Background: an optimization exercise with open tools, aiming at small area. Do not read the settings as production practice.
In this exercise RTL edits were held to simulation tests only and were not proved equivalent to the original.
Power is estimated from default activity; no workload was simulated.

File: design/flow/config.mk
export PLATFORM = sky130hd
export DESIGN_NAME = elevator_top
export DESIGN_NICKNAME = elevator_top
export VERILOG_FILES = /design/flow/design.v
export SDC_FILE = /design/flow/constraint.sdc
export NUM_CORES = 4
export LEC_CHECK = 0
export CAP_MARGIN = 20
export CORE_MARGIN = 2
export CORE_UTILIZATION = 30
export PLACE_DENSITY = 0.5
export SLEW_MARGIN = 20
File: design/flow/constraint.sdc
create_clock -name core_clock -period 5.0 [get_ports {clk}]
set_input_delay 1.0000 -clock core_clock [delete_from_list [all_inputs] [get_ports {clk}]]
set_output_delay 1.0000 -clock core_clock [all_outputs]
set_load 0.01 [all_outputs]
File: design/flow/design.v
module lights
(
input [2:0] floornum,
input [1:0] state,
output reg [6:0] floorseg,
output reg [6:0] stateseg
);
always @(floornum)begin
   case(floornum)
	3'b000: floorseg<=7'b0000001; 
	3'b001: floorseg<=7'b1001111; 
	3'b010: floorseg<=7'b0010010; 
	3'b011: floorseg<=7'b0000110; 
	3'b100: floorseg<=7'b1001100; 
	3'b101: floorseg<=7'b0100100; 
	3'b110: floorseg<=7'b0100000; 
	3'b111: floorseg<=7'b0001111; 
	default:floorseg<=7'b1111111; 
   endcase 
end
always @(state)begin
   case(state)
	2'b01: stateseg<=7'b1000001; 
	2'b10: stateseg<=7'b1000010; 
	default:stateseg<=7'b1111111; 
   endcase 
end
endmodule 
module elevatorController
(
input clk, reset, Dsensor, Emergency,  
Dopen, Dclose,  
F1, F2, F3, F4, 
F1up, F2down, F2up, 
F3down, F3up, F4down, 
output [1:0] state, 
output reg [2:0] floor 
);
reg[1:0] elevatorstate; 
reg doorstate; 
reg[3:0] count; 
reg[1:0] nextstate; 
reg[1:0] nextfloor; 
parameter CT = 4'b0101; 
parameter OPEN = 1'b1, CLOSED = 1'b0;  
parameter IDLE = 2'b00, UP = 2'b01, DOWN = 2'b10;
always @(posedge clk)begin
   if (reset == 1) begin  
	elevatorstate <= IDLE;
	doorstate <= CLOSED;
	count <= 0;
	nextstate <= IDLE;
	nextfloor <= 0;
	floor <= 0;
   end
   else begin 
 case(floor)
   0:  
     if(Emergency == 1)begin 
	doorstate <= OPEN; 
	nextstate <= 0;
	count <= 0;
	nextfloor <= 0;
	elevatorstate <= IDLE; 
     end
     else begin
	if(elevatorstate == IDLE && nextstate == IDLE)begin 
	   if(doorstate == CLOSED)begin  
		if(F1up == 1)begin  
	  	   doorstate <= OPEN;  
	  	   nextstate <= UP; 
		   count <= 0;  
		   nextfloor <= 0; 
	  	end
	  	else if(F2up == 1)begin
		   nextstate <= UP;
		   count <= 0;
		   nextfloor <= 1;  
		   floor <= 1;
		   elevatorstate <= UP;
	  	end
		else if(F2down == 1)begin
		   nextstate <= DOWN; 
		   count <= 0;
		   nextfloor <= 1;
		   floor <= 1;
		   elevatorstate <= UP;
		end
	  	else begin
		   if (F3up == 1)begin
		       nextstate <= UP;
		       count <= 0;
		       nextfloor <= 2;
		       floor <= 1;
		       elevatorstate <= UP;
		   end
		   else if (F3down == 1)begin
		       nextstate <= DOWN;
		       count <= 0;
		       nextfloor <= 2;
		       floor <= 1;
		       elevatorstate <= UP;
		   end
		   else if (F4down == 1)begin
		       nextstate <= DOWN;
		       count <= 0;
		       nextfloor <= 3;
		       floor <= 1;
		       elevatorstate <= UP;
		   end
		   else begin 
		       if (Dopen == 1) begin  
		           doorstate <= OPEN; 
		           count <= 0;
		       end
		       else if (F1 == 1) begin 
		           doorstate <= OPEN; 
		           count <= 0;
		       end
		       else begin
		           if (F2 == 1) begin 
			       nextstate <= IDLE; 
			       count <= 0;
			       nextfloor <= 1; 
			       floor <= 1;
			       elevatorstate <= UP;
			   end
		           else if (F3 == 1) begin
			       nextstate <= IDLE;
			       count <= 0;
			       nextfloor <= 2;
			       floor <= 1;
			       elevatorstate <= UP;
			   end
		           else if (F4 == 1) begin
			       nextstate <= IDLE;
			       count <= 0;
			       nextfloor <= 3;
			       floor <= 1;
			       elevatorstate <= UP;
			   end
			   else begin
			       doorstate <= CLOSED;
			       nextstate <= IDLE;
			       nextfloor <= floor;
			   end
		       end
		  end
	        end
	   end
	   else begin  
		if(count >= CT)begin
		   if(Dsensor == 1)begin 
		      doorstate <= OPEN; 
		   end
		   else begin
		      doorstate <= CLOSED; 
	 	   end
		end 
		else begin
		    if(Dclose == 1 && count >=3) 
		       count <= 5;
		    else
		       count <= count + 1; 
		end
	   end
	end
	else if (elevatorstate == IDLE && nextstate != IDLE)begin  
	   if(doorstate == OPEN)begin  
		if(count >= CT)begin 
		   if(Dsensor == 1)
		      doorstate <= OPEN; 
		   else
		      doorstate <= CLOSED; 
		end
		else
		    if(Dclose == 1 && count >=3) 
		       count <= 5;
		    else
		       count <= count + 1;
	   end
	   else begin
		if(F1 == 1)begin
		   doorstate <= OPEN;
		   count <= 2;
		end
		else if(Dopen == 1)begin
		   doorstate <= OPEN;
		   count <= 2;
		end
		else if(F1up == 1) begin
		   doorstate <= OPEN;
		   count <= 2;
		end
		else if(F2 == 1)begin
		   nextfloor <= 1;
		   floor <= 1;
		   elevatorstate <= UP;
		end
		else if(F3 == 1)begin
		   nextfloor <= 2;
		   floor <= 1;
		   elevatorstate <= UP;
		end
		else if(F4 == 1)begin
		   nextfloor <= 3;
		   floor <= 1;
		   elevatorstate <= UP;
		end
		else 
		   nextstate <= 0;
	   end
	end
	else begin 
	   if(elevatorstate == DOWN)begin
	   	nextfloor <= 0;
		elevatorstate <= IDLE;
		nextstate <= IDLE;
		count <= 0;
		doorstate <= OPEN;
	   end
	end
     end
    1: 
     if(Emergency == 1)begin
	if(elevatorstate == 1) 
	   floor <= 2; 
	else 
	   floor <= 0; 
     end
     else begin
	if(elevatorstate == UP)begin 
	   if(nextfloor == 1)begin 
	      if(F3 == 1 || F4 == 1)begin
		 nextstate <= UP; 
		 floor <= 2; 
	      end
	      else if(F3up == 1 || F4down == 1)begin
		 nextstate <= UP;
		 floor <= 2;
	      end
	      else if (F3down == 1)begin
		 nextstate <= UP;
		 floor <= 2;
	      end
	      else if (F2up == 1)begin
	         nextstate <= IDLE;
		 floor <= 2;
	      end
	      else if (F2down == 1) begin
		 nextstate <= IDLE;
		 floor <= 2;
	      end
	      else if (F1up || F1 == 1)begin
		 nextstate <= DOWN;
		 floor <= 2;
	      end
	      else begin
		 nextstate <= IDLE;
		 floor <= 2;
	      end
	   end
	   else if(nextfloor == 2 || nextfloor == 3)begin
	      if(F2 == 1 || F2up == 1)begin
		 nextfloor <= 1;
		 nextstate <= UP;
		 floor <= 2;
	      end
	      else
		 floor <= 2;
		 nextstate <= UP;
	   end
	   else
		 floor <= 2;
	end
	else begin 
	      nextstate <= UP; 
	      floor <= 0; 
	end
     end
    2:  
     if(Emergency == 1)begin
	doorstate <= OPEN; 
	nextstate <= 0;
	count <= 0;
	nextfloor <= 1;
	elevatorstate <= IDLE; 
     end
     else begin
	if(elevatorstate == IDLE && nextstate == IDLE)begin 
	   if(doorstate == CLOSED)begin  
		if(F2up == 1)begin  
	  	   doorstate <= OPEN;  
	  	   nextstate <= UP; 
		   count <= 0;  
		   nextfloor <= 1; 
	  	end
	  	else if(F2down == 1)begin
		   doorstate <= OPEN;
		   nextstate <= DOWN;
		   count <= 0;
		   nextfloor <= 1;
	  	end
		else if(F3up == 1)begin
		   nextstate <= UP; 
		   count <= 0;
		   nextfloor <= 2;
		   floor <= 3;
		   elevatorstate <= UP;
		end
	  	else begin
		   if (F3down == 1)begin
		       nextstate <= DOWN;
		       count <= 0;
		       nextfloor <= 2;
		       floor <= 3;
		       elevatorstate <= UP;
		   end
		   else if (F1up == 1)begin
		       nextstate <= UP;
		       count <= 0;
		       nextfloor <= 0;
		       floor <= 1;
		       elevatorstate <= DOWN;
		   end
		   else if (F4down == 1)begin
		       nextstate <= DOWN;
		       count <= 0;
		       nextfloor <= 3;
		       floor <= 3;
		       elevatorstate <= UP;
		   end
		   else begin 
		       if (Dopen == 1) begin 
		           doorstate <= OPEN;
		           count <= 0;
		       end
		       else if (F2 == 1) begin  
		           doorstate <= OPEN; 
		           count <= 0;
		       end
		       else begin
		           if (F3 == 1) begin  
			       nextstate <= UP; 
			       count <= 0;
			       nextfloor <= 2; 
			       floor <= 3;
			       elevatorstate <= UP;
			   end
		           else if (F1 == 1) begin
			       nextstate <= DOWN;
			       count <= 0;
			       nextfloor <= 0; 
			       floor <= 1;
			       elevatorstate <= DOWN;
			   end
		           else if (F4 == 1) begin
			       nextstate <= UP;
			       count <= 0;
			       nextfloor <= 3; 
			       floor <= 3;
			       elevatorstate <= UP;
			   end
			   else begin
			       doorstate <= CLOSED;
			       nextstate <= IDLE;
			       nextfloor <= floor;
			   end
		       end
		   end
	        end
	   end
	   else begin  
		if(count >= CT)begin
		   if(Dsensor == 1)begin 
		      doorstate <= OPEN; 
		   end
		   else begin
		      doorstate <= CLOSED; 
	 	   end
		end 
		else begin
		    if(Dclose == 1 && count >=3) 
		       count <= 5;
		    else
		       count <= count + 1; 
		end
	   end
	end
	else if (elevatorstate == IDLE && nextstate != IDLE)begin  
	   if(doorstate == OPEN)begin  
		if(count >= CT)begin 
		   if(Dsensor == 1)
		      doorstate <= OPEN; 
		   else
		      doorstate <= CLOSED; 
		end
		else
		    if(Dclose == 1 && count >=3) 
		       count <= 5;
		    else
		       count <= count + 1; 
	   end
	   else begin
		if(nextstate == UP)begin 
		   if(F2 == 1 || Dopen == 1)begin
		      doorstate <= OPEN;
		      count <= 2;
		   end
		   else if(F2up == 1)begin
		      doorstate <= OPEN;
		      count <= 2;	
		   end
		   else if(F3 == 1)begin
		      nextfloor <= 2;
		      floor <= 3;
		      elevatorstate <= UP;
		   end
		   else if(F4 == 1)begin
		      nextfloor <= 3;
		      floor <= 3;
		      elevatorstate <= UP;
		   end
		   else begin
		      nextstate <= IDLE;
		   end
		end
		else begin
		   if(F2 == 1 || Dopen == 1)begin
		      doorstate <= OPEN;
		      count <= 2;
		   end
		   else if(F2down == 1)begin
		      doorstate <= OPEN;
		      count <= 2;	
		   end
		   else if(F1 == 1)begin
		      nextfloor <= 0;
		      floor <= 1;
		      elevatorstate <= DOWN;
		   end
		   else begin
		      nextstate <= IDLE;
		   end
		end
	   end
	end
	else begin 
	   if(elevatorstate == UP)begin 
	      if(doorstate == CLOSED)begin 
		 if(nextfloor == 1)begin
		    doorstate <= OPEN;
		    count <= 0;
		 end
		 else if(nextfloor == 2 || nextfloor == 3) 
		    floor <= 3;
		 else
		    floor <= 1;
	      end
	      else begin 
		 if(count >= CT)begin 
		    if(Dsensor == 1)
		       doorstate <= OPEN; 
		    else begin
		       if(nextstate == UP)begin
			  if(F2 == 1 || F2up == 1)begin
			     floor <= 2;
			     doorstate <= OPEN;
			     count <= 3;
			  end
			  else begin
			     floor <= 3;
			     elevatorstate <= UP;
		     	     doorstate <= CLOSED; 
			     if(F3 == 1 || F3up == 1)
				nextfloor <= 2;
			     else
				nextfloor <= 3;
			  end
		       end
		       else if(nextstate == DOWN)begin
			  if(F2 == 1 || F2down == 1)begin
			     floor <= 2;
			     doorstate <= OPEN;
			     count <= 3;
			  end
			  else begin
			     floor <= 1;
			     elevatorstate <= DOWN;
			     doorstate <= CLOSED;
			     nextfloor <= 0;
			  end
		       end
		       else begin
			  elevatorstate <= IDLE;
			  doorstate <= CLOSED;
		       end
		    end
		 end
		 else
		    if(Dclose == 1 && count >=3) 
		       count <= 5;
		    else
		       count <= count + 1; 
	      end
	   end
	   else begin 
	      if(doorstate == CLOSED)begin 
		 if(nextfloor == 1)begin
		    doorstate <= OPEN;
		    count <= 0;
		 end
		 else if(nextfloor == 0) 
		    floor <= 1; 
		 else
		    floor <= 3; 
	      end
	      else begin 
		 if(count >= CT)begin 
		    if(Dsensor == 1)
		       doorstate <= OPEN; 
		    else begin
		       if(nextstate == DOWN)begin
			  if(F2 == 1 || F2down == 1)begin
			     floor <= 2;
			     doorstate <= OPEN;
			     count <= 3;
			  end
			  else begin
			     floor <= 1;
			     elevatorstate <= DOWN;
		     	     doorstate <= CLOSED; 
			     nextfloor <= 0;
			  end
		       end
		       else if(nextstate == UP)begin
			  if(F2 == 1 || F2up == 1)begin
			     floor <= 2;
			     doorstate <= OPEN;
			     count <= 3;
			  end
			  else begin
			     floor <= 3;
			     elevatorstate <= UP;
			     doorstate <= CLOSED;
			     nextfloor <= 2;
			  end
		       end
		       else begin
			  elevatorstate <= IDLE;
			  doorstate <= CLOSED;
		       end
		    end
		 end
		 else
		    if(Dclose == 1 && count >=3) 
		       count <= 5;
		    else
		       count <= count + 1; 
	      end
	   end
	end
     end
    3:  
     if(Emergency == 1)begin
	if(elevatorstate == 1) 
	   floor <= 4; 
	else 
	   floor <= 2; 
     end
     else begin
	if(elevatorstate == UP)begin 
	   if(nextfloor == 2)begin 
	      if(F4 == 1)begin 
		 nextstate <= UP; 
		 floor <= 4; 
	      end
	      else if(F4down == 1)begin 
		 nextstate <= UP; 
		 floor <= 4;
	      end
	      else if (F3up == 1)begin
		 nextstate <= IDLE;
		 floor <= 4;
	      end
	      else if (F3down == 1 || F3 == 1)begin
	         nextstate <= IDLE;
		 floor <= 4;
	      end
	      else if (F2up == 1 || F2down == 1 || F2 == 1) begin
		 nextstate <= DOWN;
		 floor <= 4;
	      end
	      else if (F1up || F1 == 1)begin
		 nextstate <= DOWN;
		 floor <= 4;
	      end
	      else begin
		 nextstate <= IDLE;
		 floor <= 4;
	      end
	   end
	   else if(nextfloor == 3)begin
	      if(F3 == 1 || F3up == 1)begin
		 nextfloor <= 2;
		 nextstate <= UP;
		 floor <= 4;
	      end
	      else
		 floor <= 4;
		 nextstate <= UP;
	   end
	   else
		 floor <= 4;
	end
	else begin 
	   if(nextfloor == 1)begin 
	      if(F1 == 1||F1up == 1)begin
		 nextstate <= DOWN; 
		 floor <= 2; 
	      end
	      else if(F2 == 1 || F2down == 1 || F2up == 1)begin
		 nextstate <= IDLE;
		 floor <= 2;
	      end
	      else if (F3up == 1 || F3 == 1 || F3down == 1)begin
		 nextstate <= UP;
		 floor <= 2;
	      end
	      else if (F4down == 1|| F4 == 1)begin
	         nextstate <= UP;
		 floor <= 2;
	      end
	      else begin
		 nextstate <= IDLE;
		 floor <= 2;
	      end
	   end
	   else if(nextfloor == 0)begin
	      if(F2 == 1 || F2up == 1)begin
		 nextfloor <= 1;
		 nextstate <= DOWN;
		 floor <= 2;
	      end
	      else
		 floor <= 2;
		 nextstate <= DOWN;
	   end
	   else 
		 floor <= 2;
	end
     end
    4:
     if(Emergency == 1)begin
	doorstate <= OPEN; 
	nextstate <= 0;
	count <= 0;
	nextfloor <= 0;
	elevatorstate <= IDLE; 
     end
     else begin
	if(elevatorstate == IDLE && nextstate == IDLE)begin 
	   if(doorstate == CLOSED)begin  
		if(F3down == 1)begin  
	  	   doorstate <= OPEN;  
	  	   nextstate <= DOWN; 
		   count <= 0;  
		   nextfloor <= 2; 
	  	end
	  	else if(F3up == 1)begin
		   doorstate <= OPEN;
		   nextstate <= UP;
		   count <= 0;
		   nextfloor <= 2;
	  	end
		else if(F2down == 1)begin
		   nextstate <= DOWN; 
		   count <= 0;
		   nextfloor <= 1;
		   floor <= 3;
		   elevatorstate <= DOWN;
		end
	  	else begin
		   if (F2up == 1)begin
		       nextstate <= UP;
		       count <= 0;
		       nextfloor <= 1;
		       floor <= 3;
		       elevatorstate <= DOWN;
		   end
		   else if (F4down == 1)begin
		       nextstate <= DOWN;
		       count <= 0;
		       nextfloor <= 3;
		       floor <= 5;
		       elevatorstate <= UP;
		   end
		   else if (F1up == 1)begin
		       nextstate <= UP;
		       count <= 0;
		       nextfloor <= 0;
		       floor <= 3;
		       elevatorstate <= DOWN;
		   end
		   else begin 
		       if (Dopen == 1) begin 
		           doorstate <= OPEN;
		           count <= 0;
		       end
		       else if (F3 == 1) begin  
		           doorstate <= OPEN; 
		           count <= 0;
		       end
		       else begin
		           if (F2 == 1) begin  
			       nextstate <= DOWN; 
			       count <= 0;
			       nextfloor <= 1; 
			       floor <= 3;
			       elevatorstate <= DOWN;
			   end
		           else if (F4 == 1) begin
			       nextstate <= UP;
			       count <= 0;
			       nextfloor <= 3; 
			       floor <= 5;
			       elevatorstate <= UP;
			   end
		           else if (F1 == 1) begin
			       nextstate <= DOWN;
			       count <= 0;
			       nextfloor <= 0; 
			       floor <= 3;
			       elevatorstate <= DOWN;
			   end
			   else begin
			       doorstate <= CLOSED;
			       nextstate <= IDLE;
			       nextfloor <= floor;
			   end
		       end
		   end
	        end
	   end
	   else begin  
		if(count >= CT)begin
		   if(Dsensor == 1)begin 
		      doorstate <= OPEN; 
		   end
		   else begin
		      doorstate <= CLOSED; 
	 	   end
		end 
		else begin
		    if(Dclose == 1 && count >=3) 
		       count <= 5;
		    else
		       count <= count + 1; 
		end
	   end
	end
	else if (elevatorstate == IDLE && nextstate != IDLE)begin  
	   if(doorstate == OPEN)begin  
		if(count >= CT)begin 
		   if(Dsensor == 1)
		      doorstate <= OPEN; 
		   else
		      doorstate <= CLOSED; 
		end
		else
		    if(Dclose == 1 && count >=3) 
		       count <= 5;
		    else
		       count <= count + 1; 
	   end
	   else begin
		if(nextstate == DOWN)begin 
		   if(F3 == 1 || Dopen == 1)begin
		      doorstate <= OPEN;
		      count <= 2;
		   end
		   else if(F3down == 1)begin
		      doorstate <= OPEN;
		      count <= 2;	
		   end
		   else if(F2 == 1)begin
		      nextfloor <= 1;
		      floor <= 3;
		      elevatorstate <= DOWN;
		   end
		   else if(F1 == 1)begin
		      nextfloor <= 0;
		      floor <= 3;
		      elevatorstate <= DOWN;
		   end
		   else begin
		      nextstate <= IDLE;
		   end
		end
		else begin
		   if(F3 == 1 || Dopen == 1)begin
		      doorstate <= OPEN;
		      count <= 2;
		   end
		   else if(F3up == 1)begin
		      doorstate <= OPEN;
		      count <= 2;	
		   end
		   else if(F4 == 1)begin
		      nextfloor <= 3;
		      floor <= 5;
		      elevatorstate <= UP;
		   end
		   else begin
		      nextstate <= IDLE;
		   end
		end
	   end
	end
	else begin 
	   if(elevatorstate == UP)begin 
	      if(doorstate == CLOSED)begin 
		 if(nextfloor == 2)begin
		    doorstate <= OPEN;
		    count <= 0;
		 end
		 else if(nextfloor == 3) 
		    floor <= 5;
		 else
		    floor <= 3;
	      end
	      else begin 
		 if(count >= CT)begin 
		    if(Dsensor == 1)
		       doorstate <= OPEN; 
		    else begin
		       if(nextstate == UP)begin
			  if(F3 == 1 || F3up == 1)begin
			     floor <= 4;
			     doorstate <= OPEN;
			     count <= 3;
			  end
			  else begin
			     floor <= 5;
			     elevatorstate <= UP;
		     	     doorstate <= CLOSED; 
			     nextfloor <= 3;
			  end
		       end
		       else if(nextstate == DOWN)begin
			  if(F3 == 1 || F3down == 1)begin
			     floor <= 4;
			     doorstate <= OPEN;
			     count <= 3;
			  end
			  else begin
			     floor <= 3;
			     elevatorstate <= DOWN;
			     doorstate <= CLOSED;
			     if(F2 == 1 || F2down == 1)
				nextfloor <= 1;
			     else
				nextfloor <= 0;
			  end
		       end
		       else begin
			  elevatorstate <= IDLE;
			  doorstate <= CLOSED;
		       end
		    end
		 end
		 else
		    if(Dclose == 1 && count >=3) 
		       count <= 5;
		    else
		       count <= count + 1; 
	      end
	   end
	   else begin 
	      if(doorstate == CLOSED)begin 
		 if(nextfloor == 2)begin
		    doorstate <= OPEN;
		    count <= 0;
		 end
		 else if(nextfloor == 0 || nextfloor == 1) 
		    floor <= 3; 
		 else
		    floor <= 5; 
	      end
	      else begin 
		 if(count >= CT)begin 
		    if(Dsensor == 1)
		       doorstate <= OPEN; 
		    else begin
		       if(nextstate == DOWN)begin
			  if(F3 == 1 || F3down == 1)begin
			     floor <= 4;
			     doorstate <= OPEN;
			     count <= 3;
			  end
			  else begin
			     floor <= 3;
			     elevatorstate <= DOWN;
		     	     doorstate <= CLOSED; 
			     if(F2 == 1 || F2down == 1)
				nextfloor <= 1;
			     else
				nextfloor <= 0;
			  end
		       end
		       else if(nextstate == UP)begin
			  floor <= 5;
			  elevatorstate <= UP;
			  doorstate <= CLOSED;
			  nextfloor <= 3;
		       end
		       else begin
			  elevatorstate <= IDLE;
			  doorstate <= CLOSED;
		       end
		    end
		 end
		 else
		    if(Dclose == 1 && count >=3) 
		       count <= 5;
		    else
		       count <= count + 1; 
	      end
	   end
	end
     end
    5: 
     if(Emergency == 1)begin
	if(elevatorstate == 1) 
	   floor <= 6; 
	else 
	   floor <= 4; 
     end
     else begin
	if(elevatorstate == DOWN)begin 
	   if(nextfloor == 2)begin 
	      if(F1 == 1 || F2 == 1)begin
		 nextstate <= DOWN; 
		 floor <= 4; 
	      end
	      else if(F1up == 1 || F2down == 1)begin
		 nextstate <= DOWN;
		 floor <= 4;
	      end
	      else if (F2up == 1)begin
		 nextstate <= DOWN;
		 floor <= 4;
	      end
	      else if (F3down == 1)begin
	         nextstate <= IDLE;
		 floor <= 4;
	      end
	      else if (F3up == 1 || F3 == 1) begin
		 nextstate <= IDLE;
		 floor <= 4;
	      end
	      else if (F4down || F4 == 1)begin
		 nextstate <= UP;
		 floor <= 4;
	      end
	      else begin
		 nextstate <= IDLE;
		 floor <= 4;
	      end
	   end
	   else if(nextfloor == 0 || nextfloor == 1)begin
	      if(F3 == 1 || F3down == 1)begin
		 nextfloor <= 2;
		 nextstate <= DOWN;
		 floor <= 4;
	      end
	      else
		 floor <= 4;
		 nextstate <= DOWN;
	   end
	   else
		 floor <= 4;
	end
	else begin 
	      nextstate <= DOWN; 
	      floor <= 6; 
	end
     end
    6:
     if(Emergency == 1)begin
	doorstate <= OPEN; 
	nextstate <= 0;
	count <= 0;
	nextfloor <= 0;
	elevatorstate <= IDLE; 
     end
     else begin
	if(elevatorstate == IDLE && nextstate == IDLE)begin 
	   if(doorstate == CLOSED)begin  
		if(F4down == 1)begin  
	  	   doorstate <= OPEN;  
	  	   nextstate <= DOWN; 
		   count <= 0;  
		   nextfloor <= 3; 
	  	end
	  	else if(F3down == 1)begin
		   nextstate <= DOWN;
		   count <= 0;
		   nextfloor <= 2;  
		   floor <= 5;
		   elevatorstate <= DOWN;
	  	end
		else if(F3up == 1)begin
		   nextstate <= UP; 
		   count <= 0;
		   nextfloor <= 2;
		   floor <= 5;
		   elevatorstate <= DOWN;
		end
	  	else begin
		   if (F2down == 1)begin
		       nextstate <= DOWN;
		       count <= 0;
		       nextfloor <= 1;
		       floor <= 5;
		       elevatorstate <= DOWN;
		   end
		   else if (F2up == 1)begin
		       nextstate <= UP;
		       count <= 0;
		       nextfloor <= 1;
		       floor <= 5;
		       elevatorstate <= DOWN;
		   end
		   else if (F1up == 1)begin
		       nextstate <= UP;
		       count <= 0;
		       nextfloor <= 0;
		       floor <= 5;
		       elevatorstate <= DOWN;
		   end
		   else begin 
		       if (Dopen == 1) begin  
		           doorstate <= OPEN; 
		           count <= 0;
		       end
		       else if (F4 == 1) begin 
		           doorstate <= OPEN; 
		           count <= 0;
		       end
		       else begin
		           if (F3 == 1) begin 
			       nextstate <= IDLE; 
			       count <= 0;
			       nextfloor <= 2; 
			       floor <= 5;
			       elevatorstate <= DOWN;
			   end
		           else if (F2 == 1) begin
			       nextstate <= IDLE;
			       count <= 0;
			       nextfloor <= 1;
			       floor <= 5;
			       elevatorstate <= DOWN;
			   end
		           else if (F1 == 1) begin
			       nextstate <= IDLE;
			       count <= 0;
			       nextfloor <= 0;
			       floor <= 5;
			       elevatorstate <= DOWN;
			   end
			   else begin
			       doorstate <= CLOSED;
			       nextstate <= IDLE;
			       nextfloor <= floor;
			   end
		       end
		  end
	        end
	   end
	   else begin  
		if(count >= CT)begin
		   if(Dsensor == 1)begin 
		      doorstate <= OPEN; 
		   end
		   else begin
		      doorstate <= CLOSED; 
	 	   end
		end 
		else begin
		    if(Dclose == 1 && count >=3) 
		       count <= 5;
		    else
		       count <= count + 1; 
		end
	   end
	end
	else if (elevatorstate == IDLE && nextstate != IDLE)begin  
	   if(doorstate == OPEN)begin  
		if(count >= CT)begin 
		   if(Dsensor == 1)
		      doorstate <= OPEN; 
		   else
		      doorstate <= CLOSED; 
		end
		else
		    if(Dclose == 1 && count >=3) 
		       count <= 5;
		    else
		       count <= count + 1;
	   end
	   else begin
		if(F4 == 1)begin
		   doorstate <= OPEN;
		   count <= 2;
		end
		else if(Dopen == 1)begin
		   doorstate <= OPEN;
		   count <= 2; 
		end
		else if(F4down == 1) begin
		   doorstate <= OPEN;
		   count <= 2;
		end
		else if(F3 == 1)begin
		   nextfloor <= 2;
		   floor <= 5;
		   elevatorstate <= DOWN;
		end
		else if(F2 == 1)begin
		   nextfloor <= 1;
		   floor <= 5;
		   elevatorstate <= DOWN;
		end
		else if(F1 == 1)begin
		   nextfloor <= 0;
		   floor <= 5;
		   elevatorstate <= DOWN;
		end
		else 
		   nextstate <= 0; 
	   end
	end
	else begin 
	   if(elevatorstate == UP)begin
	   	nextfloor <= 3;
		elevatorstate <= IDLE;
		nextstate <= IDLE;
		count <= 0;
		doorstate <= OPEN;
	   end
	end
     end
	default 
	begin 
	floor <= 0;
	elevatorstate <= 0;
	doorstate <= 0;
	count <= 0;
	nextstate <= 0;
	nextfloor <= 0;
	end
 endcase 
 end
end
assign state = elevatorstate;
endmodule 
module elevator_top
(
input clk, reset, Dsensor, Emergency,
Dopen, Dclose,
F1, F2, F3, F4,
F1up, F2down, F2up,
F3down, F3up, F4down,
output reg [6:0] floordisp, 
output reg [6:0] statedisp, 
output emergencylight 
);
wire [2:0] tempfloor;
wire [1:0] tempstate;
reg [2:0] floor;
reg [2:0] heldfloor; 
reg [1:0] state;
wire [6:0] fseg, sseg; 
elevatorController eC1(
clk, reset, Dsensor, Emergency, Dopen, Dclose,
F1, F2, F3, F4, F1up, F2down, F2up, F3down, F3up, F4down,
tempstate, tempfloor);
always@(*)begin
   state <= tempstate;
   floordisp <= fseg;
   statedisp <= sseg;
end
always@(posedge clk)begin
   if(reset == 1)
      heldfloor <= 1;
   else
      heldfloor <= floor;
end
always@(*)begin
   if(tempfloor == 0)
      floor <= 1;
   else if(tempfloor == 2)
      floor <= 2;
   else if(tempfloor == 4)
      floor <= 3;
   else if(tempfloor == 6)
      floor <= 4;
   else
      floor <= heldfloor;
end
lights lut1(
floor, state,
fseg, sseg);
assign emergencylight = Emergency;
endmodule
File: design/flow/run.sh
#!/bin/bash
# synth_recipe.tcl (not shown) runs the flow's synth.tcl, then flattens the netlist and writes it again
# the make line also repeats each setting of config.mk as NAME=value (left out here)
make -C /OpenROAD-flow-scripts/flow DESIGN_CONFIG=/design/flow/config.mk WORK_HOME=/design/flow/orfs CLKGATE_MAP_FILE= SYNTH_SCRIPT=/design/flow/synth_recipe.tcl finish
==> impl_metrics.json <==
{
  "tns_ns": 0,
  "cp_cell_sequence": "inv_1 -> ha_1 -> nand2_1 -> o21ai_0 -> o211ai_1 -> a21oi_1 -> a32o_1 -> a21oi_1 -> o31ai_1",
  "cts_setup_buffers": 0,
  "path_clk_slew_ns": 0.06,
  "fmax_mhz": 255,
  "period_share_pct": 78.5,
  "io_pins": 31,
  "clk_latency_ns": 0.26,
  "vias": 6062,
  "cts_tree": "done",
  "syn_nets": 730,
  "die_y_microns": 126,
  "crit_arrival_ns": 4.09,
  "min_period_ns": 3.92,
  "grt_pass1_wl_mm": 33.9,
  "first_iter_violations": 1199,
  "path_max_fanout": 27,
  "cts.sink_count": 17,
  "rr_startpoint": "eC1.elevatorstate[1]$_SDFFE_PP0P_",
  "coreArea_sq_um": 14500,
  "die_width_microns": 126,
  "final_core_util_pct": 33.7,
  "critPathKind": "register to register",
  "cts_resized": 0,
  "drt_pass1_iterations": 9,
  "hpwl_mm": 16.1,
  "drt-total-wl_mm": 22.7,
  "cts_root_buf": "clkbuf_16",
  "overflow": 0,
  "r2r_setup_slack_ns": 1.08,
  "yosysTopAreaCell": "a21oi_1",
  "synth_most_common_cell": "a21oi_1",
  "syn_to_final_growth_pct": 9.68,
  "p_per_area_nw_per_um2": 421,
  "synth_top_area_share_pct": 7.99,
  "p_leak_nw": 1.64,
  "cp.required_ns": 5.17,
  "min_from": "heldfloor[0]$_SDFF_PP1_",
  "vdd_drop_max_mv": 0.182,
  "synth_area_leaders": "a21oi_1, dfxtp_1, o21ai_0",
  "crit_path_frequent_cell": "a21oi_1",
  "preCtsSetupSlack_ns": 1.02,
  "fill_cells": 1581,
  "wire_per_inst_microns": 26.4,
  "hold_buffers": 0,
  "critPathTopFamily": "compound AO/OA/AOI/OAI gates",
  "setup_viol": 0,
  "dp.cells": 856,
  "yosysUniqueCellTypes": 80,
  "r2r-end": "eC1.count[2]$_SDFFE_PP0P_",
  "final_area_sq_um": 4880,
  "maxCapViolCount": 0,
  "reg2reg_depth": 9,
  "synth-edff-count": 0,
  "slew_viol_final": 0,
  "min_to": "heldfloor[0]$_SDFF_PP1_",
  "final_cells": 860,
  "gp_congestion": 1.03,
  "numPortBuffers": 29,
  "initial_core_util_pct": 30.7,
  "end_kind": "register",
  "outcome": "no timing/DRC/antenna violations",
  "fin_worst_skew_ns": 0.00200,
  "rsz0062_at_grt": "false",
  "yosys_warnings": 3,
  "crit_slowest_cell": "ha_1",
  "yosys_most_used_dff": "dfxtp_1",
  "crit_path_start_kind": "register",
  "worst_path_largest_cell_delay_ns": 0.93,
  "hp-class": "register to register",
  "syn_area_sq_um": 4450,
  "dieArea_sq_um": 15800,
  "netlist_instances": 697,
  "relSlewSlack_pct": 27.9,
  "hold_viol_final": 0,
  "postPlaceCellArea_sq_um": 4800,
  "postSynthAreaPerCell_sq_um": 6.38,
  "drive_gt1_share_pct": 7.69,
  "h-tree-depth": 1,
  "clockBufferDepth": 2,
  "ys_seq_elements": 17,
  "min_path_cells": 2,
  "postRouteAntennaNets": 0,
  "grt_usage_pct": 27.3,
  "worst_pin_slew_ns": 1.08,
  "crit_buf_inv": 1,
  "grt_max_degree": 41,
  "synthTopCellsByCount": "a21oi_1, nor2_1, o21ai_0, clkbuf_1, nand2_1",
  "ys_async_sr_fraction_pct": 0,
  "yosysSeqAreaShare_pct": 7.66,
  "antenna_found_initial": 0,
  "diodes": 0,
  "setup_slack_ns": 1.08,
  "final_nets": 710,
  "drcViolationCount": 0,
  "grt_pass1_vias": 5545,
  "std_cell_rows": 44,
  "viasPerCell": 7.05,
  "cts_buffers": 3
}
==> power by group <==
| part | total [W] | switching [W] | leakage, nW | internal [W] |
|---|---|---|---|---|
| Clock | 0.000179 | 0.0000708 | 0.0409 | 0.000108 |
| Combinational | 0.00161 | 0.00109 | 1.46 | 0.000525 |
| Sequential | 0.000258 | 0.0000934 | 0.138 | 0.000164 |
==> layout make-up <==
type	instances	area (sq um)	area share [%]
multi-input combinational	571	3620	74.3
tap	184	230	4.72
timing repair buffer	57	500	10.3
sequential	17	340	6.98
inverter	27	101	2.08
clock buffer	3	75.1	1.54
clock inverter	1	5.00	0.103
==> worst max-delay path by stage <==
stage,to,depth (start not counted),start
6_report,eC1.count[2]$_SDFFE_PP0P_,9,eC1.elevatorstate[1]$_SDFFE_PP0P_
5_1_grt,eC1.count[2]$_SDFFE_PP0P_,9,eC1.elevatorstate[1]$_SDFFE_PP0P_
4_1_cts,eC1.count[1]$_SDFFE_PP0P_,6,F2down
3_5_place_dp,eC1.count[1]$_SDFFE_PP0P_,6,F2down
3_3_place_gp,eC1.count[1]$_SDFFE_PP0P_,6,F2down
2_1_floorplan,floordisp[3],8,eC1.floor[0]$_SDFFE_PP0P_
==> worst min-delay path, stage by stage, from the launching register on <==
cell	delay (ns)
dfxtp_1	0.31
a21oi_1	0.15
nand2_1	0.08
==> placed cells by master, fill, tap and decap left out, types with 6 or more instances in the layout <==
cell | synthesis | final
a31oi_1 | 21 | 21
or3_1 | 7 | 7
o22ai_1 | 9 | 9
a21oi_1 | 71 | 71
nor4bb_1 | 6 | 6
mux2i_1 | 11 | 11
nor2_1 | 65 | 65
nand2_1 | 47 | 47
a221oi_1 | 6 | 6
ha_1 | 17 | 17
o21ai_0 | 59 | 59
nor3_1 | 22 | 22
buf_4 | 9 | 28
o31ai_1 | 14 | 14
o32ai_1 | 6 | 6
nand2b_1 | 11 | 11
a211oi_1 | 13 | 13
nand4_1 | 10 | 10
inv_1 | 24 | 24
a22oi_1 | 8 | 8
o311ai_0 | 8 | 8
o211ai_1 | 18 | 18
nor2b_1 | 13 | 13
nand3_1 | 20 | 20
clkdlybuf4s50_1 | 0 | 29
dfxtp_1 | 17 | 17
==> layer usage <==
| layer | vias up | track usage, % | share of wire (%) |
|---|---|---|---|
| li1 | 2601 | - | - |
| met2 | 555 | 40.3 | 41 |
| met4 | 0 | 13.8 | 6.3 |
| met1 | 2795 | 36.8 | 40 |
| met3 | 111 | 6.37 | 13 |
| met5 | - | 2.48 | 0 |
==> kinds of logic after synthesis <==
| kind of cell | count (synthesis) | share of synthesized area [%] |
|---|---|---|
| AO/OA/AOI/OAI | 292 | 44.0 |
| AND/OR/NAND/NOR | 247 | 29.6 |
| buffers and inverters | 109 | 10.8 |
| adder cells (fa/ha/maj) | 17 | 4.78 |
| flip-flops | 17 | 7.66 |
| multiplexers | 12 | 2.73 |
| XOR/XNOR | 2 | 0.394 |
| other | 1 | 0.0844 |
==> flip-flops by register name, summed over array words and instances (netlist names) <==
signal,flops
eC1.doorstate,1
eC1.nextfloor,2
eC1.floor,3
eC1.elevatorstate,2
eC1.count,4
heldfloor,3
eC1.nextstate,2
==> through the flow <==
step	hold WS, ns	power (W)
global placement	0.557	0.00180
floorplan	0.499	0.00125
finish	0.566	0.00205
CTS	0.566	0.00197
detailed placement	0.544	0.00179
global route	0.598	0.00213

==> separate check: timing with driven ports <==
No port has a modelled driver above. Below, the same layout with a new extraction and two added sets of constraints.
Step 1, drivers: a clkbuf_16 drives clk and a buf_2 each remaining input, both assumed.
Step 2 adds t to the input delays and takes it off the output delays; t is the mean of the earliest and latest rising clock arrival at the registers after step 1. Input paths then give back, and output paths get back, about the clock's delay inside the block.
Slacks: ideal ports / drivers / drivers and shift; pairs: ideal ports / drivers.
shift t [ns]: 0.303
slack for setup (ns): 1.076 / 1.076 / 0.943
clock arrival spread, ns: 0.002 / 0.002
slew at the worst register clock pin (ns): 0.06 / 0.06
After both steps this run still meets setup and hold. For this run, drivers alone change the setup slack by 0.000 ns; drivers and shift together by -0.133 ns.
